This is an optimization exercise on Yosys and OpenROAD, whose aim is small area, a short achievable clock period and few clock cycles per item, not a production implementation. No functional check of the RTL was part of any run shown here. No activity file was given, so power comes from the tool's default toggle rates.

<file path="design/flow/config.mk">
export PLATFORM = sky130hd
export DESIGN_NAME = booth
export DESIGN_NICKNAME = booth
export VERILOG_FILES = /design/flow/design.v
export SDC_FILE = /design/flow/constraint.sdc
export NUM_CORES = 4
export LEC_CHECK = 0
export ABC_AREA = 1
export CAP_MARGIN = 20
export CORE_MARGIN = 2
export CORE_UTILIZATION = 40
export SLEW_MARGIN = 20
export SYNTH_HIERARCHICAL = 1
export SYNTH_MINIMUM_KEEP_SIZE = 0
</file>
<file path="design/flow/constraint.sdc">
create_clock -name core_clock -period 4.0 [get_ports {clk}]
set_input_delay 0.8000 -clock core_clock [delete_from_list [all_inputs] [get_ports {clk}]]
set_output_delay 0.8000 -clock core_clock [all_outputs]
set_load 0.01 [all_outputs]
</file>
<file path="design/flow/design.v">
module booth (
    input  wire        clk  ,
    input  wire        rst_n,
    input  wire [15:0] x    ,
    input  wire [15:0] y    ,
    input  wire        start,
    output wire [31:0] z    ,
    output wire        busy
);
assign busy = 1'b0;
wire neg0 = y[1];
wire one0 = y[0] ^ 1'b0;
wire two0 = (y[1] & ~y[0] & ~1'b0) | (~y[1] & y[0] & 1'b0);
wire neg1 = y[3];
wire one1 = y[2] ^ y[1];
wire two1 = (y[3] & ~y[2] & ~y[1]) | (~y[3] & y[2] & y[1]);
wire neg2 = y[5];
wire one2 = y[4] ^ y[3];
wire two2 = (y[5] & ~y[4] & ~y[3]) | (~y[5] & y[4] & y[3]);
wire neg3 = y[7];
wire one3 = y[6] ^ y[5];
wire two3 = (y[7] & ~y[6] & ~y[5]) | (~y[7] & y[6] & y[5]);
wire neg4 = y[9];
wire one4 = y[8] ^ y[7];
wire two4 = (y[9] & ~y[8] & ~y[7]) | (~y[9] & y[8] & y[7]);
wire neg5 = y[11];
wire one5 = y[10] ^ y[9];
wire two5 = (y[11] & ~y[10] & ~y[9]) | (~y[11] & y[10] & y[9]);
wire neg6 = y[13];
wire one6 = y[12] ^ y[11];
wire two6 = (y[13] & ~y[12] & ~y[11]) | (~y[13] & y[12] & y[11]);
wire neg7 = y[15];
wire one7 = y[14] ^ y[13];
wire two7 = (y[15] & ~y[14] & ~y[13]) | (~y[15] & y[14] & y[13]);
wire pp0_0;
mbs upp0_0 (.xj(x[0]), .xm(1'b0), .one(one0), .two(two0), .neg(neg0), .pp(pp0_0));
wire pp0_1;
mbs upp0_1 (.xj(x[1]), .xm(x[0]), .one(one0), .two(two0), .neg(neg0), .pp(pp0_1));
wire pp0_2;
mbs upp0_2 (.xj(x[2]), .xm(x[1]), .one(one0), .two(two0), .neg(neg0), .pp(pp0_2));
wire pp0_3;
mbs upp0_3 (.xj(x[3]), .xm(x[2]), .one(one0), .two(two0), .neg(neg0), .pp(pp0_3));
wire pp0_4;
mbs upp0_4 (.xj(x[4]), .xm(x[3]), .one(one0), .two(two0), .neg(neg0), .pp(pp0_4));
wire pp0_5;
mbs upp0_5 (.xj(x[5]), .xm(x[4]), .one(one0), .two(two0), .neg(neg0), .pp(pp0_5));
wire pp0_6;
mbs upp0_6 (.xj(x[6]), .xm(x[5]), .one(one0), .two(two0), .neg(neg0), .pp(pp0_6));
wire pp0_7;
mbs upp0_7 (.xj(x[7]), .xm(x[6]), .one(one0), .two(two0), .neg(neg0), .pp(pp0_7));
wire pp0_8;
mbs upp0_8 (.xj(x[8]), .xm(x[7]), .one(one0), .two(two0), .neg(neg0), .pp(pp0_8));
wire pp0_9;
mbs upp0_9 (.xj(x[9]), .xm(x[8]), .one(one0), .two(two0), .neg(neg0), .pp(pp0_9));
wire pp0_10;
mbs upp0_10 (.xj(x[10]), .xm(x[9]), .one(one0), .two(two0), .neg(neg0), .pp(pp0_10));
wire pp0_11;
mbs upp0_11 (.xj(x[11]), .xm(x[10]), .one(one0), .two(two0), .neg(neg0), .pp(pp0_11));
wire pp0_12;
mbs upp0_12 (.xj(x[12]), .xm(x[11]), .one(one0), .two(two0), .neg(neg0), .pp(pp0_12));
wire pp0_13;
mbs upp0_13 (.xj(x[13]), .xm(x[12]), .one(one0), .two(two0), .neg(neg0), .pp(pp0_13));
wire pp0_14;
mbs upp0_14 (.xj(x[14]), .xm(x[13]), .one(one0), .two(two0), .neg(neg0), .pp(pp0_14));
wire pp0_15;
mbs upp0_15 (.xj(x[15]), .xm(x[14]), .one(one0), .two(two0), .neg(neg0), .pp(pp0_15));
wire pp0_16;
mbsn upp0_16 (.xj(x[15]), .xm(x[15]), .one(one0), .two(two0), .neg(neg0), .pp(pp0_16));
wire s0n = ~pp0_16;
wire pp1_0;
mbs upp1_0 (.xj(x[0]), .xm(1'b0), .one(one1), .two(two1), .neg(neg1), .pp(pp1_0));
wire pp1_1;
mbs upp1_1 (.xj(x[1]), .xm(x[0]), .one(one1), .two(two1), .neg(neg1), .pp(pp1_1));
wire pp1_2;
mbs upp1_2 (.xj(x[2]), .xm(x[1]), .one(one1), .two(two1), .neg(neg1), .pp(pp1_2));
wire pp1_3;
mbs upp1_3 (.xj(x[3]), .xm(x[2]), .one(one1), .two(two1), .neg(neg1), .pp(pp1_3));
wire pp1_4;
mbs upp1_4 (.xj(x[4]), .xm(x[3]), .one(one1), .two(two1), .neg(neg1), .pp(pp1_4));
wire pp1_5;
mbs upp1_5 (.xj(x[5]), .xm(x[4]), .one(one1), .two(two1), .neg(neg1), .pp(pp1_5));
wire pp1_6;
mbs upp1_6 (.xj(x[6]), .xm(x[5]), .one(one1), .two(two1), .neg(neg1), .pp(pp1_6));
wire pp1_7;
mbs upp1_7 (.xj(x[7]), .xm(x[6]), .one(one1), .two(two1), .neg(neg1), .pp(pp1_7));
wire pp1_8;
mbs upp1_8 (.xj(x[8]), .xm(x[7]), .one(one1), .two(two1), .neg(neg1), .pp(pp1_8));
wire pp1_9;
mbs upp1_9 (.xj(x[9]), .xm(x[8]), .one(one1), .two(two1), .neg(neg1), .pp(pp1_9));
wire pp1_10;
mbs upp1_10 (.xj(x[10]), .xm(x[9]), .one(one1), .two(two1), .neg(neg1), .pp(pp1_10));
wire pp1_11;
mbs upp1_11 (.xj(x[11]), .xm(x[10]), .one(one1), .two(two1), .neg(neg1), .pp(pp1_11));
wire pp1_12;
mbs upp1_12 (.xj(x[12]), .xm(x[11]), .one(one1), .two(two1), .neg(neg1), .pp(pp1_12));
wire pp1_13;
mbs upp1_13 (.xj(x[13]), .xm(x[12]), .one(one1), .two(two1), .neg(neg1), .pp(pp1_13));
wire pp1_14;
mbs upp1_14 (.xj(x[14]), .xm(x[13]), .one(one1), .two(two1), .neg(neg1), .pp(pp1_14));
wire pp1_15;
mbs upp1_15 (.xj(x[15]), .xm(x[14]), .one(one1), .two(two1), .neg(neg1), .pp(pp1_15));
wire pp1_16;
mbsn upp1_16 (.xj(x[15]), .xm(x[15]), .one(one1), .two(two1), .neg(neg1), .pp(pp1_16));
wire pp2_0;
mbs upp2_0 (.xj(x[0]), .xm(1'b0), .one(one2), .two(two2), .neg(neg2), .pp(pp2_0));
wire pp2_1;
mbs upp2_1 (.xj(x[1]), .xm(x[0]), .one(one2), .two(two2), .neg(neg2), .pp(pp2_1));
wire pp2_2;
mbs upp2_2 (.xj(x[2]), .xm(x[1]), .one(one2), .two(two2), .neg(neg2), .pp(pp2_2));
wire pp2_3;
mbs upp2_3 (.xj(x[3]), .xm(x[2]), .one(one2), .two(two2), .neg(neg2), .pp(pp2_3));
wire pp2_4;
mbs upp2_4 (.xj(x[4]), .xm(x[3]), .one(one2), .two(two2), .neg(neg2), .pp(pp2_4));
wire pp2_5;
mbs upp2_5 (.xj(x[5]), .xm(x[4]), .one(one2), .two(two2), .neg(neg2), .pp(pp2_5));
wire pp2_6;
mbs upp2_6 (.xj(x[6]), .xm(x[5]), .one(one2), .two(two2), .neg(neg2), .pp(pp2_6));
wire pp2_7;
mbs upp2_7 (.xj(x[7]), .xm(x[6]), .one(one2), .two(two2), .neg(neg2), .pp(pp2_7));
wire pp2_8;
mbs upp2_8 (.xj(x[8]), .xm(x[7]), .one(one2), .two(two2), .neg(neg2), .pp(pp2_8));
wire pp2_9;
mbs upp2_9 (.xj(x[9]), .xm(x[8]), .one(one2), .two(two2), .neg(neg2), .pp(pp2_9));
wire pp2_10;
mbs upp2_10 (.xj(x[10]), .xm(x[9]), .one(one2), .two(two2), .neg(neg2), .pp(pp2_10));
wire pp2_11;
mbs upp2_11 (.xj(x[11]), .xm(x[10]), .one(one2), .two(two2), .neg(neg2), .pp(pp2_11));
wire pp2_12;
mbs upp2_12 (.xj(x[12]), .xm(x[11]), .one(one2), .two(two2), .neg(neg2), .pp(pp2_12));
wire pp2_13;
mbs upp2_13 (.xj(x[13]), .xm(x[12]), .one(one2), .two(two2), .neg(neg2), .pp(pp2_13));
wire pp2_14;
mbs upp2_14 (.xj(x[14]), .xm(x[13]), .one(one2), .two(two2), .neg(neg2), .pp(pp2_14));
wire pp2_15;
mbs upp2_15 (.xj(x[15]), .xm(x[14]), .one(one2), .two(two2), .neg(neg2), .pp(pp2_15));
wire pp2_16;
mbsn upp2_16 (.xj(x[15]), .xm(x[15]), .one(one2), .two(two2), .neg(neg2), .pp(pp2_16));
wire pp3_0;
mbs upp3_0 (.xj(x[0]), .xm(1'b0), .one(one3), .two(two3), .neg(neg3), .pp(pp3_0));
wire pp3_1;
mbs upp3_1 (.xj(x[1]), .xm(x[0]), .one(one3), .two(two3), .neg(neg3), .pp(pp3_1));
wire pp3_2;
mbs upp3_2 (.xj(x[2]), .xm(x[1]), .one(one3), .two(two3), .neg(neg3), .pp(pp3_2));
wire pp3_3;
mbs upp3_3 (.xj(x[3]), .xm(x[2]), .one(one3), .two(two3), .neg(neg3), .pp(pp3_3));
wire pp3_4;
mbs upp3_4 (.xj(x[4]), .xm(x[3]), .one(one3), .two(two3), .neg(neg3), .pp(pp3_4));
wire pp3_5;
mbs upp3_5 (.xj(x[5]), .xm(x[4]), .one(one3), .two(two3), .neg(neg3), .pp(pp3_5));
wire pp3_6;
mbs upp3_6 (.xj(x[6]), .xm(x[5]), .one(one3), .two(two3), .neg(neg3), .pp(pp3_6));
wire pp3_7;
mbs upp3_7 (.xj(x[7]), .xm(x[6]), .one(one3), .two(two3), .neg(neg3), .pp(pp3_7));
wire pp3_8;
mbs upp3_8 (.xj(x[8]), .xm(x[7]), .one(one3), .two(two3), .neg(neg3), .pp(pp3_8));
wire pp3_9;
mbs upp3_9 (.xj(x[9]), .xm(x[8]), .one(one3), .two(two3), .neg(neg3), .pp(pp3_9));
wire pp3_10;
mbs upp3_10 (.xj(x[10]), .xm(x[9]), .one(one3), .two(two3), .neg(neg3), .pp(pp3_10));
wire pp3_11;
mbs upp3_11 (.xj(x[11]), .xm(x[10]), .one(one3), .two(two3), .neg(neg3), .pp(pp3_11));
wire pp3_12;
mbs upp3_12 (.xj(x[12]), .xm(x[11]), .one(one3), .two(two3), .neg(neg3), .pp(pp3_12));
wire pp3_13;
mbs upp3_13 (.xj(x[13]), .xm(x[12]), .one(one3), .two(two3), .neg(neg3), .pp(pp3_13));
wire pp3_14;
mbs upp3_14 (.xj(x[14]), .xm(x[13]), .one(one3), .two(two3), .neg(neg3), .pp(pp3_14));
wire pp3_15;
mbs upp3_15 (.xj(x[15]), .xm(x[14]), .one(one3), .two(two3), .neg(neg3), .pp(pp3_15));
wire pp3_16;
mbsn upp3_16 (.xj(x[15]), .xm(x[15]), .one(one3), .two(two3), .neg(neg3), .pp(pp3_16));
wire pp4_0;
mbs upp4_0 (.xj(x[0]), .xm(1'b0), .one(one4), .two(two4), .neg(neg4), .pp(pp4_0));
wire pp4_1;
mbs upp4_1 (.xj(x[1]), .xm(x[0]), .one(one4), .two(two4), .neg(neg4), .pp(pp4_1));
wire pp4_2;
mbs upp4_2 (.xj(x[2]), .xm(x[1]), .one(one4), .two(two4), .neg(neg4), .pp(pp4_2));
wire pp4_3;
mbs upp4_3 (.xj(x[3]), .xm(x[2]), .one(one4), .two(two4), .neg(neg4), .pp(pp4_3));
wire pp4_4;
mbs upp4_4 (.xj(x[4]), .xm(x[3]), .one(one4), .two(two4), .neg(neg4), .pp(pp4_4));
wire pp4_5;
mbs upp4_5 (.xj(x[5]), .xm(x[4]), .one(one4), .two(two4), .neg(neg4), .pp(pp4_5));
wire pp4_6;
mbs upp4_6 (.xj(x[6]), .xm(x[5]), .one(one4), .two(two4), .neg(neg4), .pp(pp4_6));
wire pp4_7;
mbs upp4_7 (.xj(x[7]), .xm(x[6]), .one(one4), .two(two4), .neg(neg4), .pp(pp4_7));
wire pp4_8;
mbs upp4_8 (.xj(x[8]), .xm(x[7]), .one(one4), .two(two4), .neg(neg4), .pp(pp4_8));
wire pp4_9;
mbs upp4_9 (.xj(x[9]), .xm(x[8]), .one(one4), .two(two4), .neg(neg4), .pp(pp4_9));
wire pp4_10;
mbs upp4_10 (.xj(x[10]), .xm(x[9]), .one(one4), .two(two4), .neg(neg4), .pp(pp4_10));
wire pp4_11;
mbs upp4_11 (.xj(x[11]), .xm(x[10]), .one(one4), .two(two4), .neg(neg4), .pp(pp4_11));
wire pp4_12;
mbs upp4_12 (.xj(x[12]), .xm(x[11]), .one(one4), .two(two4), .neg(neg4), .pp(pp4_12));
wire pp4_13;
mbs upp4_13 (.xj(x[13]), .xm(x[12]), .one(one4), .two(two4), .neg(neg4), .pp(pp4_13));
wire pp4_14;
mbs upp4_14 (.xj(x[14]), .xm(x[13]), .one(one4), .two(two4), .neg(neg4), .pp(pp4_14));
wire pp4_15;
mbs upp4_15 (.xj(x[15]), .xm(x[14]), .one(one4), .two(two4), .neg(neg4), .pp(pp4_15));
wire pp4_16;
mbsn upp4_16 (.xj(x[15]), .xm(x[15]), .one(one4), .two(two4), .neg(neg4), .pp(pp4_16));
wire pp5_0;
mbs upp5_0 (.xj(x[0]), .xm(1'b0), .one(one5), .two(two5), .neg(neg5), .pp(pp5_0));
wire pp5_1;
mbs upp5_1 (.xj(x[1]), .xm(x[0]), .one(one5), .two(two5), .neg(neg5), .pp(pp5_1));
wire pp5_2;
mbs upp5_2 (.xj(x[2]), .xm(x[1]), .one(one5), .two(two5), .neg(neg5), .pp(pp5_2));
wire pp5_3;
mbs upp5_3 (.xj(x[3]), .xm(x[2]), .one(one5), .two(two5), .neg(neg5), .pp(pp5_3));
wire pp5_4;
mbs upp5_4 (.xj(x[4]), .xm(x[3]), .one(one5), .two(two5), .neg(neg5), .pp(pp5_4));
wire pp5_5;
mbs upp5_5 (.xj(x[5]), .xm(x[4]), .one(one5), .two(two5), .neg(neg5), .pp(pp5_5));
wire pp5_6;
mbs upp5_6 (.xj(x[6]), .xm(x[5]), .one(one5), .two(two5), .neg(neg5), .pp(pp5_6));
wire pp5_7;
mbs upp5_7 (.xj(x[7]), .xm(x[6]), .one(one5), .two(two5), .neg(neg5), .pp(pp5_7));
wire pp5_8;
mbs upp5_8 (.xj(x[8]), .xm(x[7]), .one(one5), .two(two5), .neg(neg5), .pp(pp5_8));
wire pp5_9;
mbs upp5_9 (.xj(x[9]), .xm(x[8]), .one(one5), .two(two5), .neg(neg5), .pp(pp5_9));
wire pp5_10;
mbs upp5_10 (.xj(x[10]), .xm(x[9]), .one(one5), .two(two5), .neg(neg5), .pp(pp5_10));
wire pp5_11;
mbs upp5_11 (.xj(x[11]), .xm(x[10]), .one(one5), .two(two5), .neg(neg5), .pp(pp5_11));
wire pp5_12;
mbs upp5_12 (.xj(x[12]), .xm(x[11]), .one(one5), .two(two5), .neg(neg5), .pp(pp5_12));
wire pp5_13;
mbs upp5_13 (.xj(x[13]), .xm(x[12]), .one(one5), .two(two5), .neg(neg5), .pp(pp5_13));
wire pp5_14;
mbs upp5_14 (.xj(x[14]), .xm(x[13]), .one(one5), .two(two5), .neg(neg5), .pp(pp5_14));
wire pp5_15;
mbs upp5_15 (.xj(x[15]), .xm(x[14]), .one(one5), .two(two5), .neg(neg5), .pp(pp5_15));
wire pp5_16;
mbsn upp5_16 (.xj(x[15]), .xm(x[15]), .one(one5), .two(two5), .neg(neg5), .pp(pp5_16));
wire pp6_0;
mbs upp6_0 (.xj(x[0]), .xm(1'b0), .one(one6), .two(two6), .neg(neg6), .pp(pp6_0));
wire pp6_1;
mbs upp6_1 (.xj(x[1]), .xm(x[0]), .one(one6), .two(two6), .neg(neg6), .pp(pp6_1));
wire pp6_2;
mbs upp6_2 (.xj(x[2]), .xm(x[1]), .one(one6), .two(two6), .neg(neg6), .pp(pp6_2));
wire pp6_3;
mbs upp6_3 (.xj(x[3]), .xm(x[2]), .one(one6), .two(two6), .neg(neg6), .pp(pp6_3));
wire pp6_4;
mbs upp6_4 (.xj(x[4]), .xm(x[3]), .one(one6), .two(two6), .neg(neg6), .pp(pp6_4));
wire pp6_5;
mbs upp6_5 (.xj(x[5]), .xm(x[4]), .one(one6), .two(two6), .neg(neg6), .pp(pp6_5));
wire pp6_6;
mbs upp6_6 (.xj(x[6]), .xm(x[5]), .one(one6), .two(two6), .neg(neg6), .pp(pp6_6));
wire pp6_7;
mbs upp6_7 (.xj(x[7]), .xm(x[6]), .one(one6), .two(two6), .neg(neg6), .pp(pp6_7));
wire pp6_8;
mbs upp6_8 (.xj(x[8]), .xm(x[7]), .one(one6), .two(two6), .neg(neg6), .pp(pp6_8));
wire pp6_9;
mbs upp6_9 (.xj(x[9]), .xm(x[8]), .one(one6), .two(two6), .neg(neg6), .pp(pp6_9));
wire pp6_10;
mbs upp6_10 (.xj(x[10]), .xm(x[9]), .one(one6), .two(two6), .neg(neg6), .pp(pp6_10));
wire pp6_11;
mbs upp6_11 (.xj(x[11]), .xm(x[10]), .one(one6), .two(two6), .neg(neg6), .pp(pp6_11));
wire pp6_12;
mbs upp6_12 (.xj(x[12]), .xm(x[11]), .one(one6), .two(two6), .neg(neg6), .pp(pp6_12));
wire pp6_13;
mbs upp6_13 (.xj(x[13]), .xm(x[12]), .one(one6), .two(two6), .neg(neg6), .pp(pp6_13));
wire pp6_14;
mbs upp6_14 (.xj(x[14]), .xm(x[13]), .one(one6), .two(two6), .neg(neg6), .pp(pp6_14));
wire pp6_15;
mbs upp6_15 (.xj(x[15]), .xm(x[14]), .one(one6), .two(two6), .neg(neg6), .pp(pp6_15));
wire pp6_16;
mbsn upp6_16 (.xj(x[15]), .xm(x[15]), .one(one6), .two(two6), .neg(neg6), .pp(pp6_16));
wire pp7_0;
mbs upp7_0 (.xj(x[0]), .xm(1'b0), .one(one7), .two(two7), .neg(neg7), .pp(pp7_0));
wire pp7_1;
mbs upp7_1 (.xj(x[1]), .xm(x[0]), .one(one7), .two(two7), .neg(neg7), .pp(pp7_1));
wire pp7_2;
mbs upp7_2 (.xj(x[2]), .xm(x[1]), .one(one7), .two(two7), .neg(neg7), .pp(pp7_2));
wire pp7_3;
mbs upp7_3 (.xj(x[3]), .xm(x[2]), .one(one7), .two(two7), .neg(neg7), .pp(pp7_3));
wire pp7_4;
mbs upp7_4 (.xj(x[4]), .xm(x[3]), .one(one7), .two(two7), .neg(neg7), .pp(pp7_4));
wire pp7_5;
mbs upp7_5 (.xj(x[5]), .xm(x[4]), .one(one7), .two(two7), .neg(neg7), .pp(pp7_5));
wire pp7_6;
mbs upp7_6 (.xj(x[6]), .xm(x[5]), .one(one7), .two(two7), .neg(neg7), .pp(pp7_6));
wire pp7_7;
mbs upp7_7 (.xj(x[7]), .xm(x[6]), .one(one7), .two(two7), .neg(neg7), .pp(pp7_7));
wire pp7_8;
mbs upp7_8 (.xj(x[8]), .xm(x[7]), .one(one7), .two(two7), .neg(neg7), .pp(pp7_8));
wire pp7_9;
mbs upp7_9 (.xj(x[9]), .xm(x[8]), .one(one7), .two(two7), .neg(neg7), .pp(pp7_9));
wire pp7_10;
mbs upp7_10 (.xj(x[10]), .xm(x[9]), .one(one7), .two(two7), .neg(neg7), .pp(pp7_10));
wire pp7_11;
mbs upp7_11 (.xj(x[11]), .xm(x[10]), .one(one7), .two(two7), .neg(neg7), .pp(pp7_11));
wire pp7_12;
mbs upp7_12 (.xj(x[12]), .xm(x[11]), .one(one7), .two(two7), .neg(neg7), .pp(pp7_12));
wire pp7_13;
mbs upp7_13 (.xj(x[13]), .xm(x[12]), .one(one7), .two(two7), .neg(neg7), .pp(pp7_13));
wire pp7_14;
mbs upp7_14 (.xj(x[14]), .xm(x[13]), .one(one7), .two(two7), .neg(neg7), .pp(pp7_14));
wire pp7_15;
mbs upp7_15 (.xj(x[15]), .xm(x[14]), .one(one7), .two(two7), .neg(neg7), .pp(pp7_15));
wire pp7_16;
mbsn upp7_16 (.xj(x[15]), .xm(x[15]), .one(one7), .two(two7), .neg(neg7), .pp(pp7_16));
wire s1, c2;
mha us1 (.a(neg1), .b(pp0_2), .s(s1), .co(c2));
wire s3, c4;
mha us3 (.a(pp0_3), .b(pp1_1), .s(s3), .co(c4));
wire s5, c6;
mfa us5 (.a(neg2), .b(pp0_4), .c(pp1_2), .s(s5), .co(c6));
wire s7, c8;
mha us7 (.a(pp2_0), .b(c4), .s(s7), .co(c8));
wire s9, c10;
mfa us9 (.a(pp0_5), .b(pp1_3), .c(pp2_1), .s(s9), .co(c10));
wire s11, c12;
mha us11 (.a(c6), .b(c8), .s(s11), .co(c12));
wire s13, c14;
mfa us13 (.a(neg3), .b(pp0_6), .c(pp1_4), .s(s13), .co(c14));
wire s15, c16;
mfa us15 (.a(pp2_2), .b(pp3_0), .c(c10), .s(s15), .co(c16));
wire s17, c18;
mha us17 (.a(s13), .b(c12), .s(s17), .co(c18));
wire s19, c20;
mfa us19 (.a(pp0_7), .b(pp1_5), .c(pp2_3), .s(s19), .co(c20));
wire s21, c22;
mfa us21 (.a(pp3_1), .b(c14), .c(s19), .s(s21), .co(c22));
wire s23, c24;
mha us23 (.a(c16), .b(c18), .s(s23), .co(c24));
wire s25, c26;
mfa us25 (.a(neg4), .b(pp0_8), .c(pp1_6), .s(s25), .co(c26));
wire s27, c28;
mfa us27 (.a(pp2_4), .b(pp3_2), .c(pp4_0), .s(s27), .co(c28));
wire s29, c30;
mfa us29 (.a(c20), .b(s25), .c(s27), .s(s29), .co(c30));
wire s31, c32;
mha us31 (.a(c22), .b(s29), .s(s31), .co(c32));
wire s33, c34;
mfa us33 (.a(pp0_9), .b(pp1_7), .c(pp2_5), .s(s33), .co(c34));
wire s35, c36;
mfa us35 (.a(pp3_3), .b(pp4_1), .c(c26), .s(s35), .co(c36));
wire s37, c38;
mfa us37 (.a(c28), .b(s33), .c(s35), .s(s37), .co(c38));
wire s39, c40;
mha us39 (.a(c30), .b(c32), .s(s39), .co(c40));
wire s41, c42;
mfa us41 (.a(neg5), .b(pp0_10), .c(pp1_8), .s(s41), .co(c42));
wire s43, c44;
mfa us43 (.a(pp2_6), .b(pp3_4), .c(pp4_2), .s(s43), .co(c44));
wire s45, c46;
mfa us45 (.a(pp5_0), .b(c34), .c(s41), .s(s45), .co(c46));
wire s47, c48;
mfa us47 (.a(s43), .b(c36), .c(s45), .s(s47), .co(c48));
wire s49, c50;
mha us49 (.a(c38), .b(c40), .s(s49), .co(c50));
wire s51, c52;
mfa us51 (.a(pp0_11), .b(pp1_9), .c(pp2_7), .s(s51), .co(c52));
wire s53, c54;
mfa us53 (.a(pp3_5), .b(pp4_3), .c(pp5_1), .s(s53), .co(c54));
wire s55, c56;
mfa us55 (.a(c42), .b(c44), .c(s51), .s(s55), .co(c56));
wire s57, c58;
mfa us57 (.a(s53), .b(c46), .c(s55), .s(s57), .co(c58));
wire s59, c60;
mha us59 (.a(c48), .b(s57), .s(s59), .co(c60));
wire s61, c62;
mfa us61 (.a(neg6), .b(pp0_12), .c(pp1_10), .s(s61), .co(c62));
wire s63, c64;
mfa us63 (.a(pp2_8), .b(pp3_6), .c(pp4_4), .s(s63), .co(c64));
wire s65, c66;
mfa us65 (.a(pp5_2), .b(pp6_0), .c(c52), .s(s65), .co(c66));
wire s67, c68;
mfa us67 (.a(c54), .b(s61), .c(s63), .s(s67), .co(c68));
wire s69, c70;
mfa us69 (.a(s65), .b(c56), .c(s67), .s(s69), .co(c70));
wire s71, c72;
mha us71 (.a(c58), .b(s69), .s(s71), .co(c72));
wire s73, c74;
mfa us73 (.a(pp0_13), .b(pp1_11), .c(pp2_9), .s(s73), .co(c74));
wire s75, c76;
mfa us75 (.a(pp3_7), .b(pp4_5), .c(pp5_3), .s(s75), .co(c76));
wire s77, c78;
mfa us77 (.a(pp6_1), .b(c62), .c(c64), .s(s77), .co(c78));
wire s79, c80;
mfa us79 (.a(s73), .b(s75), .c(c66), .s(s79), .co(c80));
wire s81, c82;
mfa us81 (.a(s77), .b(c68), .c(s79), .s(s81), .co(c82));
wire s83, c84;
mha us83 (.a(c70), .b(c72), .s(s83), .co(c84));
wire s85, c86;
mfa us85 (.a(neg7), .b(pp0_14), .c(pp1_12), .s(s85), .co(c86));
wire s87, c88;
mfa us87 (.a(pp2_10), .b(pp3_8), .c(pp4_6), .s(s87), .co(c88));
wire s89, c90;
mfa us89 (.a(pp5_4), .b(pp6_2), .c(pp7_0), .s(s89), .co(c90));
wire s91, c92;
mfa us91 (.a(c74), .b(c76), .c(s85), .s(s91), .co(c92));
wire s93, c94;
mfa us93 (.a(s87), .b(s89), .c(c78), .s(s93), .co(c94));
wire s95, c96;
mfa us95 (.a(s91), .b(c80), .c(s93), .s(s95), .co(c96));
wire s97, c98;
mha us97 (.a(c82), .b(s95), .s(s97), .co(c98));
wire s99, c100;
mfa us99 (.a(pp0_15), .b(pp1_13), .c(pp2_11), .s(s99), .co(c100));
wire s101, c102;
mfa us101 (.a(pp3_9), .b(pp4_7), .c(pp5_5), .s(s101), .co(c102));
wire s103, c104;
mfa us103 (.a(pp6_3), .b(pp7_1), .c(c86), .s(s103), .co(c104));
wire s105, c106;
mfa us105 (.a(c88), .b(c90), .c(s99), .s(s105), .co(c106));
wire s107, c108;
mfa us107 (.a(s101), .b(s103), .c(c92), .s(s107), .co(c108));
wire s109, c110;
mfa us109 (.a(s105), .b(c94), .c(s107), .s(s109), .co(c110));
wire s111, c112;
mha us111 (.a(c96), .b(s109), .s(s111), .co(c112));
wire s113, c114;
mfa us113 (.a(s0n), .b(pp1_14), .c(pp2_12), .s(s113), .co(c114));
wire s115, c116;
mfa us115 (.a(pp3_10), .b(pp4_8), .c(pp5_6), .s(s115), .co(c116));
wire s117, c118;
mfa us117 (.a(pp6_4), .b(pp7_2), .c(c100), .s(s117), .co(c118));
wire s119, c120;
mfa us119 (.a(c102), .b(s113), .c(s115), .s(s119), .co(c120));
wire s121, c122;
mfa us121 (.a(c104), .b(s117), .c(c106), .s(s121), .co(c122));
wire s123, c124;
mfa us123 (.a(s119), .b(c108), .c(s121), .s(s123), .co(c124));
wire s125, c126;
mha us125 (.a(c110), .b(s123), .s(s125), .co(c126));
wire s127, c128;
mfa us127 (.a(s0n), .b(pp1_15), .c(pp2_13), .s(s127), .co(c128));
wire s129, c130;
mfa us129 (.a(pp3_11), .b(pp4_9), .c(pp5_7), .s(s129), .co(c130));
wire s131, c132;
mfa us131 (.a(pp6_5), .b(pp7_3), .c(c114), .s(s131), .co(c132));
wire s133, c134;
mfa us133 (.a(c116), .b(s127), .c(s129), .s(s133), .co(c134));
wire s135, c136;
mfa us135 (.a(c118), .b(s131), .c(c120), .s(s135), .co(c136));
wire s137, c138;
mfa us137 (.a(s133), .b(c122), .c(s135), .s(s137), .co(c138));
wire s139, c140;
mha us139 (.a(c124), .b(s137), .s(s139), .co(c140));
wire s141, c142;
mfa us141 (.a(pp0_16), .b(pp1_16), .c(pp2_14), .s(s141), .co(c142));
wire s143, c144;
mfa us143 (.a(pp3_12), .b(pp4_10), .c(pp5_8), .s(s143), .co(c144));
wire s145, c146;
mfa us145 (.a(pp6_6), .b(pp7_4), .c(c128), .s(s145), .co(c146));
wire s147, c148;
mfa us147 (.a(c130), .b(s141), .c(s143), .s(s147), .co(c148));
wire s149, c150;
mfa us149 (.a(c132), .b(s145), .c(c134), .s(s149), .co(c150));
wire s151, c152;
mfa us151 (.a(s147), .b(c136), .c(s149), .s(s151), .co(c152));
wire s153, c154;
mha us153 (.a(c138), .b(s151), .s(s153), .co(c154));
wire s155 = ~pp2_15;
wire s156, c157;
mfa us156 (.a(pp3_13), .b(pp4_11), .c(pp5_9), .s(s156), .co(c157));
wire s158, c159;
mfa us158 (.a(pp6_7), .b(pp7_5), .c(s155), .s(s158), .co(c159));
wire s160, c161;
mfa us160 (.a(c142), .b(c144), .c(s156), .s(s160), .co(c161));
wire s162, c163;
mfa us162 (.a(s158), .b(c146), .c(c148), .s(s162), .co(c163));
wire s164, c165;
mfa us164 (.a(s160), .b(c150), .c(s162), .s(s164), .co(c165));
wire s166, c167;
mha us166 (.a(c152), .b(s164), .s(s166), .co(c167));
wire s168, c169;
mfa us168 (.a(pp2_16), .b(pp3_14), .c(pp4_12), .s(s168), .co(c169));
wire s170, c171;
mfa us170 (.a(pp5_10), .b(pp6_8), .c(pp7_6), .s(s170), .co(c171));
wire s172, c173;
mfa us172 (.a(pp2_15), .b(c157), .c(s168), .s(s172), .co(c173));
wire s174, c175;
mfa us174 (.a(s170), .b(c159), .c(c161), .s(s174), .co(c175));
wire s176, c177;
mfa us176 (.a(s172), .b(c163), .c(s174), .s(s176), .co(c177));
wire s178, c179;
mha us178 (.a(c165), .b(s176), .s(s178), .co(c179));
wire s180 = ~pp3_15;
wire s181, c182;
mfa us181 (.a(pp4_13), .b(pp5_11), .c(pp6_9), .s(s181), .co(c182));
wire s183, c184;
mfa us183 (.a(pp7_7), .b(s180), .c(c169), .s(s183), .co(c184));
wire s185, c186;
mfa us185 (.a(c171), .b(s181), .c(s183), .s(s185), .co(c186));
wire s187, c188;
mfa us187 (.a(c173), .b(c175), .c(s185), .s(s187), .co(c188));
wire s189, c190;
mha us189 (.a(c177), .b(s187), .s(s189), .co(c190));
wire s191, c192;
mfa us191 (.a(pp3_16), .b(pp4_14), .c(pp5_12), .s(s191), .co(c192));
wire s193, c194;
mfa us193 (.a(pp6_10), .b(pp7_8), .c(pp3_15), .s(s193), .co(c194));
wire s195, c196;
mfa us195 (.a(c182), .b(s191), .c(s193), .s(s195), .co(c196));
wire s197, c198;
mfa us197 (.a(c184), .b(s195), .c(c186), .s(s197), .co(c198));
wire s199, c200;
mha us199 (.a(c188), .b(s197), .s(s199), .co(c200));
wire s201 = ~pp4_15;
wire s202, c203;
mfa us202 (.a(pp5_13), .b(pp6_11), .c(pp7_9), .s(s202), .co(c203));
wire s204, c205;
mfa us204 (.a(s201), .b(c192), .c(c194), .s(s204), .co(c205));
wire s206, c207;
mfa us206 (.a(s202), .b(s204), .c(c196), .s(s206), .co(c207));
wire s208, c209;
mha us208 (.a(s206), .b(c198), .s(s208), .co(c209));
wire s210, c211;
mfa us210 (.a(pp4_16), .b(pp5_14), .c(pp6_12), .s(s210), .co(c211));
wire s212, c213;
mfa us212 (.a(pp7_10), .b(pp4_15), .c(c203), .s(s212), .co(c213));
wire s214, c215;
mfa us214 (.a(s210), .b(c205), .c(s212), .s(s214), .co(c215));
wire s216, c217;
mha us216 (.a(c207), .b(s214), .s(s216), .co(c217));
wire s218 = ~pp5_15;
wire s219, c220;
mfa us219 (.a(pp6_13), .b(pp7_11), .c(s218), .s(s219), .co(c220));
wire s221, c222;
mfa us221 (.a(c211), .b(s219), .c(c213), .s(s221), .co(c222));
wire s223, c224;
mha us223 (.a(c215), .b(s221), .s(s223), .co(c224));
wire s225, c226;
mfa us225 (.a(pp5_16), .b(pp6_14), .c(pp7_12), .s(s225), .co(c226));
wire s227, c228;
mfa us227 (.a(pp5_15), .b(s225), .c(c220), .s(s227), .co(c228));
wire s229, c230;
mha us229 (.a(s227), .b(c222), .s(s229), .co(c230));
wire s231 = ~pp6_15;
wire s232, c233;
mfa us232 (.a(pp7_13), .b(s231), .c(c226), .s(s232), .co(c233));
wire s234, c235;
mha us234 (.a(s232), .b(c228), .s(s234), .co(c235));
wire s236, c237;
mfa us236 (.a(pp6_16), .b(pp7_14), .c(pp6_15), .s(s236), .co(c237));
wire s238, c239;
mha us238 (.a(s236), .b(c233), .s(s238), .co(c239));
wire s240 = ~pp7_15;
wire s241, c242;
mha us241 (.a(s240), .b(c237), .s(s241), .co(c242));
wire s243, c244;
mha us243 (.a(pp7_16), .b(pp7_15), .s(s243), .co(c244));
wire s245 = ~c244;
wire [10:0] lo = {s37, c24, s21, s15, s9, s5, c2, pp1_0, pp0_1, pp0_0} + {s39, s31, s23, s17, s11, s7, s3, s1, 1'b0, neg0};
reg [10:0] qlo;
reg [21:0] qa;
reg [20:0] qb;
wire [21:0] qbw = {1'b0, qb[20], qb[19], qb[18], qb[17], qb[16], qb[15], qb[14], qb[13], qb[12], qb[11], qb[10], qb[9], qb[8], qb[7], qb[6], qb[5], qb[4], qb[3], qb[2], qb[1], qb[0]};
assign z = {qa + qbw + qlo[10], qlo[9:0]};
always @(posedge clk)
    if (start) begin
        qlo <= lo;
        qa <= {s245, c242, c239, c235, c230, c224, c217, c209, c200, c190, c179, c167, c154, c140, c126, c112, c98, c84, s81, c60, c50, s47};
        qb <= {s243, s241, s238, s234, s229, s223, s216, s208, s199, s189, s178, s166, s153, s139, s125, s111, s97, s83, s71, s59, s49};
    end
endmodule
module mfa (input wire a, input wire b, input wire c, output wire s, output wire co);
assign s  = a ^ b ^ c;
assign co = (a & b) | (a & c) | (b & c);
endmodule
module mbs (input wire xj, input wire xm, input wire one, input wire two, input wire neg, output wire pp);
assign pp = ((one & xj) | (two & xm)) ^ neg;
endmodule
module mbsn (input wire xj, input wire xm, input wire one, input wire two, input wire neg, output wire pp);
assign pp = ~(((one & xj) | (two & xm)) ^ neg);
endmodule
module mha (input wire a, input wire b, output wire s, output wire co);
assign s  = a ^ b;
assign co = a & b;
endmodule
</file>
<file path="design/flow/run.sh">
#!/bin/bash
# synth_recipe.tcl (not shown) runs the flow's synth.tcl, then flattens the netlist and writes it again
# the make line also repeats each setting of config.mk as NAME=value (left out here)
make -C /OpenROAD-flow-scripts/flow DESIGN_CONFIG=/design/flow/config.mk WORK_HOME=/design/flow/orfs CLKGATE_MAP_FILE= SYNTH_SCRIPT=/design/flow/synth_recipe.tcl finish
</file>
==> impl_results.md, run 1 <==
- Share of the synthesized area in compound gates (AO/OA/AOI/OAI): 1.405%
- Register Area: 0.001622 mm^2
- Count of different cell masters after synthesis: 27
- Worst path bufs/invs: 2
- Crit-path leading delay family: adder cells
- Cell-by-cell trace of the critical path: dlygate4sd2_1 -> nand2_1 -> inv_2 -> mux2_4 -> nand2_2 -> nand2_1 -> nand2_1 -> nand2_1 -> fa_1 -> fa_2 -> fa_1 -> fa_1 -> ha_1
- Number of placed instances with taps included: 2034
- Main combinational cell family by area after synthesis: simple AND/OR/NAND/NOR gates
- Fraction of layout cells with a size suffix above 1: 12.86%
- Final Hold Slack: 1118 ps
- Worst slew margin relative to its limit: 48.50%
- Dominant cell type by area after synthesis: sky130_fd_sc_hd__nand2_1
- CTS tree: done
- Layout Nets: 1927
- Combinational share of power: 77.3%
- Total number of placement rows: 57
- Switching share of total power: 45.86%
- Max Slew Vio Count: 0
- Setup Viol. Count Final: 0
- Hold buffer count at cts: 0
- 1st-iter DRT viols: 907
- Fin crit share: 97.66%
- Cell area after synthesis: 0.009706 mm^2
- Critical path start-end classification: in -> reg
- Switching power of the nets: 0.003267 W
- Top cell type's share of synthesized area: 32.10%
- Final estimated routing congestion in global placement: 0.8598
- Area growth from synthesis to layout: 27.10%
- Actual transition at the worst max-transition pin: 772.5 ps
- Antenna cells: 0
- CTS Buffer Depth: 2
- Number of antenna violations at the first check in global routing: 0
- Remaining number of nets flagged by the antenna check after routing: 0
- Initial Util: 40.38%
- Lkg Pwr: 7.037 nW
- Port-buffer cells: 65
- Largest stage delay, worst path: 510 ps
- Setup crit end: qb[10]
- Avg Synthesized Cell Area: 6.282 um^2
- Path class of the lowest-slack min-delay path: in -> reg
- Multiplexer fraction of the synthesized cell area: 0.8122%
- DIE AREA: 0.02553 mm^2
- Number of top-level pins: 68
- Pint: 0.003857 W
- Vias per cell: 4.903
- Global-route wire length before repair: 46550 um
- Highest net fanout along the worst path: 5
- Die Y: 159.8 um
- Pre-antenna DRT Iters: 5
- Most common cell type on the critical path: sky130_fd_sc_hd__nand2_1
- Number of global-route vias before repair: 9139
- Gate Count Post-Synth: 1545
- All-layer global routing usage: 22.64%
- GRT Residual Overflow: 0
- Total clock buffers created by CTS: 5
- Post-synthesis share of cell area spent on xor and xnor gates: 1.354%
- Launch point of the worst hold path: start
- CP startpoint: y[10]
- Max frequency: 0.2560 GHz
- # DRC: 0
- Power per cell area: 577.6 mW/mm^2
- Clock transition at the registers of the reported paths: 70 ps
- Fraction of the mapped netlist area in simple logic gates: 43.51%
- Total Wirelength: 28890 um
- Top cells by area in the synthesized netlist: sky130_fd_sc_hd__nand2_1 (32%), sky130_fd_sc_hd__fa_1 (19%), sky130_fd_sc_hd__edfxtp_1 (17%), sky130_fd_sc_hd__inv_1 (8.7%), sky130_fd_sc_hd__nand3_1 (8.6%)
- Final Core Density: 51.32%
- Final standard cell count with taps included and fillers excluded: 2066
- Max-capacitance violation count: 0
- Sequential-to-total area share from yosys stat: 16.71%
- Slowest cell on the critical path: sky130_fd_sc_hd__fa_1
- Max IR drop VDD: 614.6 uV
- Outcome: finished clean
- Largest net degree at the start of global routing: 36
- Total of fill cells in the finished design: 2398
- Maximum level of the CTS H-tree: 2
- Capturing element type of the critical path: register
- Number of register bits inferred by synthesis: 54
- Pre-CTS WS: -711.3 ps
- Sequential Power Share: 16.3%
- Routed len/inst: 13.98 um
- Endpoints failing hold: 0
- Clock period minus worst slack: 3906 ps
- Smallest setup slack after layout: 93.67 ps
- CP Depth: 13
- Via count: 10130
- Clock net sink count: 54
- Fin Setup TNS: 0 ps
- Arithmetic-cell share of the synthesized area counting full adders, half adders and majority gates: 26.58%
- Root Buffer: sky130_fd_sc_hd__clkbuf_16
- YS warnings: 7
- Critical path data required time: 4050 ps
- Clock Power Share: 6.4%
- Crit start category: input port
- Total area of multi-input combinational cells: 0.007482 mm^2
- Placeable core area: 0.02403 mm^2
- Detail Placement HPWL: 22060 um
- Arr. time, crit path: 3960 ps
- Chip width: 159.8 um
-- Yosys cell counts (all sizes together) --
master / count
and2: 1
inv: 226
o21a: 1
xnor2: 3
o211ai: 1
nand2: 835
ha: 59
conb: 1
nor2: 43
buf: 11
a21oi: 18
mux2: 7
fa: 92
nand3: 168
o21bai: 2
nor3: 5
a21o: 1
nand4: 4
xor2: 12
edfxtp: 54
o21ai: 1
-- worst min-delay path by stage --
stage,end,slack [ps],cells after the start
2_1_floorplan,qa[0],910,0
3_3_place_gp,qlo[1],1440,1
3_5_place_dp,qlo[1],1440,1
4_1_cts,qlo[1],1130,1
5_1_grt,qlo[1],1180,1
6_report,qlo[1],1120,1
-- modules after synthesis (local to each module, per instance) --
module / area [um^2] / copies in the design
mha: 12.51 / 29
mbs: 27.53 / 128
booth: 3797 / 1
mbsn: 27.53 / 8
mfa: 20.02 / 90
-- stage by stage --
| step | power [W] | instance area [um^2] |
|---|---|---|
| 3_3_place_gp | 0.006403 | 11690 |
| 5_1_grt | 0.007934 | 12340 |
| 4_1_cts | 0.007082 | 12120 |
| 2_1_floorplan | 0.004490 | 9751 |
| 6_report | 0.007125 | 12340 |
| 3_5_place_dp | 0.006518 | 11690 |
-- sequential cells by signal, indices dropped and copies added, names as in the netlist --
signal,flops
qa,22
qlo,11
qb,21
-- kinds of logic after synthesis --
family	Yosys count
simple gates	1056
buf+inv	237
xor+xnor	15
compound gates	24
flops	54
fa+ha+maj	151
mux	7
other cells	1
-- per-layer routing --
metal  up-vias  GRT usage [%]  routed length (um)
li1       5151              -                   -
met5         -              0                   0
met4         0          5.364                 526
met1      4631          32.90               13570
met2       316          36.88               13090
met3        32          1.740                1705
-- what timing repair did --
action | in CTS | in global routing
cloned | 5 | 1
resized for setup | 71 | 53
pin swaps | 26 | 36
setup buffers | 7 | 11
setup endpoints to repair | 29 | 19
-- power by group through the flow --
stage | Combinational [W] | Clock [W] | Sequential [W]
floorplan | 0.00334 | 0 | 0.00115
global placement | 0.00523 | 0 | 0.00117
detailed placement | 0.00534 | 0 | 0.00118
CTS | 0.00545 | 0.000469 | 0.00117
global route | 0.00626 | 0.000484 | 0.00119
finish | 0.00551 | 0.000455 | 0.00116
-- cells in the final DEF (no fill, tap or decap), drive strengths merged --
master	netlist	final
fa	92	92
clkbuf	0	11
nand4	4	4
buf	11	126
clkdlybuf4s50	0	51
ha	59	59
mux2	7	11
inv	226	228
o21ai	1	1
o21a	1	1
o21bai	2	2
dlygate4sd2	0	2
conb	1	9
and2	1	1
clkinv	0	1
xor2	12	12
edfxtp	54	54
xnor2	3	3
nor3	5	5
nand3	168	168
nand2	835	835
o211ai	1	1
a21o	1	1
nor2	43	43
a21oi	18	18
clkdlybuf4s15	0	2
dlymetal6s2s	0	1
-- final cells by class --
| class | count | share of cell area [%] |
|---|---|---|
| Timing Repair Buffer | 188 | 14.77 |
| Multi-Input combinational cell | 1266 | 60.66 |
| Clock buffer | 5 | 1.014 |
| Clock inverter | 3 | 0.2333 |
| Tap cell | 324 | 3.286 |
| Inverter | 226 | 6.897 |
| Sequential cell | 54 | 13.15 |
==> inputs of run 2 (changes only) <==
--- a/design/flow/design.v
+++ b/design/flow/design.v
@@ -552,13 +552,10 @@
 wire s245 = ~c244;
-wire [10:0] lo = {s37, c24, s21, s15, s9, s5, c2, pp1_0, pp0_1, pp0_0} + {s39, s31, s23, s17, s11, s7, s3, s1, 1'b0, neg0};
-reg [10:0] qlo;
-reg [21:0] qa;
-reg [20:0] qb;
-wire [21:0] qbw = {1'b0, qb[20], qb[19], qb[18], qb[17], qb[16], qb[15], qb[14], qb[13], qb[12], qb[11], qb[10], qb[9], qb[8], qb[7], qb[6], qb[5], qb[4], qb[3], qb[2], qb[1], qb[0]};
-assign z = {qa + qbw + qlo[10], qlo[9:0]};
+reg [31:0] qa;
+reg [29:0] qb;
+wire [31:0] qbw = {1'b0, qb[29], qb[28], qb[27], qb[26], qb[25], qb[24], qb[23], qb[22], qb[21], qb[20], qb[19], qb[18], qb[17], qb[16], qb[15], qb[14], qb[13], qb[12], qb[11], qb[10], qb[9], qb[8], qb[7], qb[6], qb[5], qb[4], qb[3], qb[2], qb[1], 1'b0, qb[0]};
+assign z = qa + qbw;
 always @(posedge clk)
     if (start) begin
-        qlo <= lo;
-        qa <= {s245, c242, c239, c235, c230, c224, c217, c209, c200, c190, c179, c167, c154, c140, c126, c112, c98, c84, s81, c60, c50, s47};
-        qb <= {s243, s241, s238, s234, s229, s223, s216, s208, s199, s189, s178, s166, s153, s139, s125, s111, s97, s83, s71, s59, s49};
+        qa <= {s245, c242, c239, c235, c230, c224, c217, c209, c200, c190, c179, c167, c154, c140, c126, c112, c98, c84, s81, c60, c50, s47, s37, c24, s21, s15, s9, s5, c2, pp1_0, pp0_1, pp0_0};
+        qb <= {s243, s241, s238, s234, s229, s223, s216, s208, s199, s189, s178, s166, s153, s139, s125, s111, s97, s83, s71, s59, s49, s39, s31, s23, s17, s11, s7, s3, s1, neg0};
     end
==> run 2 against run 1 <==
Net effect:
- still clean on timing, DRC and antenna
- utilization decreased by 1.3 points
- global-route usage decreased by 0.27 points
- sequential share of layout area increased by 1.3 points
- non-clock buffer count decreased by 21
- largest cell class unchanged
- sequential cell count increased by 8
- first-iteration DRC count decreased by 23%
- cell count increased by 5.8%
- area after synthesis increased by 7.1%
- sequential power increased by 8%
==> impl_results.md, run 2 <==
- Gate Count Post-Synth: 1658
- Chip width: 165.2 um
- Clock period minus worst slack: 3941 ps
- GRT Residual Overflow: 0
- Max-capacitance violation count: 0
- Total Wirelength: 29370 um
- Outcome: finished clean
- Total area of multi-input combinational cells: 0.007771 mm^2
- Area growth from synthesis to layout: 24.04%
- # DRC: 0
- Total of fill cells in the finished design: 2620
- Cell-by-cell trace of the critical path: clkdlybuf4s50_1 -> buf_4 -> nand2_1 -> nand3_1 -> nand2_2 -> buf_4 -> fa_1 -> fa_2 -> fa_1 -> fa_1 -> ha_1
- Register Area: 0.001862 mm^2
- Cell area after synthesis: 0.01039 mm^2
- Critical path data required time: 4070 ps
- Sequential-to-total area share from yosys stat: 17.91%
- Lkg Pwr: 7.425 nW
- Total cell area at the placement stage: 0.01240 mm^2
- CP Depth: 11
- Number of global-route vias before repair: 9644
- Detail Placement HPWL: 23740 um
- Post-synth EDFFs: 62
- Top cells by area in the synthesized netlist: sky130_fd_sc_hd__nand2_1 (32%), sky130_fd_sc_hd__edfxtp_1 (18%), sky130_fd_sc_hd__fa_1 (17%), sky130_fd_sc_hd__inv_1 (9.0%), sky130_fd_sc_hd__nand3_1 (7.5%)
- Root Buffer: sky130_fd_sc_hd__clkbuf_16
- Number of top-level pins: 68
- Most instantiated flip-flop cell in the synthesis netlist: sky130_fd_sc_hd__edfxtp_1
- Fraction of layout cells with a size suffix above 1: 12.49%
- Layout Nets: 2030
- Most numerous cell in the Yosys netlist: sky130_fd_sc_hd__nand2_1
- Top cell type's share of synthesized area: 31.99%
- Fin Setup TNS: 0 ps
- Commonest non-fill, non-tap cells in the layout: sky130_fd_sc_hd__nand2_1 (877), sky130_fd_sc_hd__inv_1 (245), sky130_fd_sc_hd__nand3_1 (156), sky130_fd_sc_hd__buf_4 (84), sky130_fd_sc_hd__fa_1 (68)
- Setup crit end: qb[18]
- Via count: 10536
- Max IR drop VDD: 711.8 uV
- Die Y: 165.2 um
- Maximum level of the CTS H-tree: 3
- CP startpoint: x[15]
- Highest net fanout along the worst path: 5
- Path class of the lowest-slack min-delay path: in -> reg
- Number of register bits inferred by synthesis: 62
- Number of antenna violations at the first check in global routing: 0
- Remaining number of nets flagged by the antenna check after routing: 0
- 1st-iter DRT viols: 698
- Largest net degree at the start of global routing: 37
- Worst path bufs/invs: 3
- Count of different cell masters after synthesis: 25
- Pre-antenna DRT Iters: 6
- Most frequent cells after synthesis: sky130_fd_sc_hd__nand2_1 (886), sky130_fd_sc_hd__inv_1 (249), sky130_fd_sc_hd__nand3_1 (156)
- Share of synthesized registers carrying an async set or reset: 0%
- Setup Viol. Count Final: 0
- Arr. time, crit path: 4010 ps
- Port-buffer cells: 65
- All-layer global routing usage: 22.37%
- Top register by number of flip-flops: qa
- Largest register FFs: 32
- Max frequency: 0.2537 GHz
- Total clock buffers created by CTS: 9
- Endpoints failing hold: 0
- Most common cell type on the critical path: sky130_fd_sc_hd__fa_1
- Slowest cell on the critical path: sky130_fd_sc_hd__fa_1
- Avg Synthesized Cell Area: 6.270 um^2
- Vias per cell: 4.822
- Clock transition at the registers of the reported paths: 50 ps
- Dominant cell type by area after synthesis: sky130_fd_sc_hd__nand2_1
- Initial Util: 40.35%
- Crit-path leading delay family: adder cells
- YS warnings: 7
- Routed len/inst: 13.44 um
- Max Slew Vio Count: 0
- Leading cell type in the layout, fill and taps excluded: sky130_fd_sc_hd__nand2_1
- Clock net sink count: 62
- Critical path start-end classification: in -> reg
- Antenna cells: 0
- Largest stage delay, worst path: 520 ps
- Crit start category: input port
- Total number of placement rows: 59
- Power per cell area: 601.3 mW/mm^2
- Final Hold Slack: 934.0 ps
- CTS Buffer Depth: 2
- Final estimated routing congestion in global placement: 0.9084
- Placeable core area: 0.02576 mm^2
- DIE AREA: 0.02729 mm^2
- Fin crit share: 98.52%
- Post-Layout Inst Area: 0.01289 mm^2
- Capturing element type of the critical path: register
- Largest registers: qa: 32 flops, qb: 30 flops
- Global-route wire length before repair: 48110 um
- CTS tree: done
run 2: cell types whose count changed in the layout (fill, tap and decap cells not counted), sizes merged, moves of 8 or more:
cell and change:
buf -22, edfxtp +8, inv +28, nand2 +76
nor2 +15
run 2: layout make-up:
cell class,instances,area share (%)
Timing Repair Buffer,167,12.30
Clock buffer,10,1.776
Clock inverter,6,0.4852
Tap cell,335,3.251
Sequential cell,62,14.44
Inverter,257,7.482
Multi-Input combinational cell,1348,60.27
run 2: repair_timing:
action / in CTS / in global routing
endpoints found under the setup margin: 25 / 16
cloned: 2 / 0
gates resized for setup: 51 / 31
setup buffers: 6 / 0
hold buffers: 0 / 0
pin swaps: 14 / 18
run 2: logic make-up after synthesis:
family	Yosys count	share of synthesized area (%)
buf+inv	258	9.353
other cells	1	0.03608
xor+xnor	15	1.264
mux	7	0.7583
fa+ha+maj	150	24.55
simple gates	1140	44.64
compound gates	25	1.481
flops	62	17.91
run 2: metal layers:
metal	share of wire, %	global-route usage (%)
met1	47	31.44
met3	4.3	1.374
met4	2.1	6.759
met2	47	37.10
met5	0	0
run 2: report_power, final:
| part | switching [W] | internal [W] |
|---|---|---|
| Sequential | 0.0000837 | 0.00117 |
| Combinational | 0.00324 | 0.00253 |
| Clock | 0.000258 | 0.000479 |
| Total | 0.00358 | 0.00417 |
run 2: how the worst min path moves through the flow:
stage | cells past startpoint | to | startpoint | slack, ps
2_1_floorplan | 0 | qb[0] | y[1] | 900
3_3_place_gp | 1 | qb[0] | start | 1270
3_5_place_dp | 1 | qb[0] | start | 1270
4_1_cts | 1 | qb[0] | start | 920
5_1_grt | 1 | qb[0] | start | 950
6_report | 1 | qb[0] | start | 930
run 2: metrics by stage:
| step | worst slack, ps | instances | util (%) | power (W) |
|---|---|---|---|---|
| 6_report | 59.02 | 2185 | 50.05 | 0.007753 |
| 5_1_grt | -0.2052 | 2185 | 50.05 | 0.008640 |
| 2_1_floorplan | 9.795 | 1666 | - | 0.004814 |
| 3_5_place_dp | -665.5 | 2162 | 48.13 | 0.006980 |
| 3_3_place_gp | -609.1 | 2162 | 48.13 | 0.006875 |
| 4_1_cts | 13.20 | 2185 | 49.89 | 0.007809 |
run 2: Yosys stat by module (local to each module, per instance):
module	cell area, um^2	flip-flops and latches	cells
booth	4487	62	587
mfa	20.02	0	1
mha	12.51	0	1
mbsn	27.53	0	7
mbs	27.53	0	7

==> static timing again, ports no longer ideal <==
The flow's constraints put no driver on any port. The routed layouts listed below were extracted and timed again, unchanged, in two steps.
Step 1: set_driving_cell puts a clkbuf_16 on clk and a buf_2 on each other input, an assumption about the parent block.
Step 2 adds t to the input delays and takes it off the output delays; t is the mean of the earliest and latest rising clock arrival at the registers after step 1. Input paths then give back, and output paths get back, about the clock's delay inside the block.
Three values: ideal ports, drivers, drivers and shift; two values: the first two.
run | t (ns) | slack for setup (ns) | worst setup path after step 2
run 1 | 0.338 | 0.094 / 0.100 / -0.238 | input to register
run 2 | 0.359 | 0.059 / 0.046 / -0.313 | input to register
With both steps, setup timing fails in run 1 and run 2, where it was met with ideal ports. The setup slack of run 2, which loses most, moves by -0.013 ns with the drivers and by -0.372 ns with both steps.
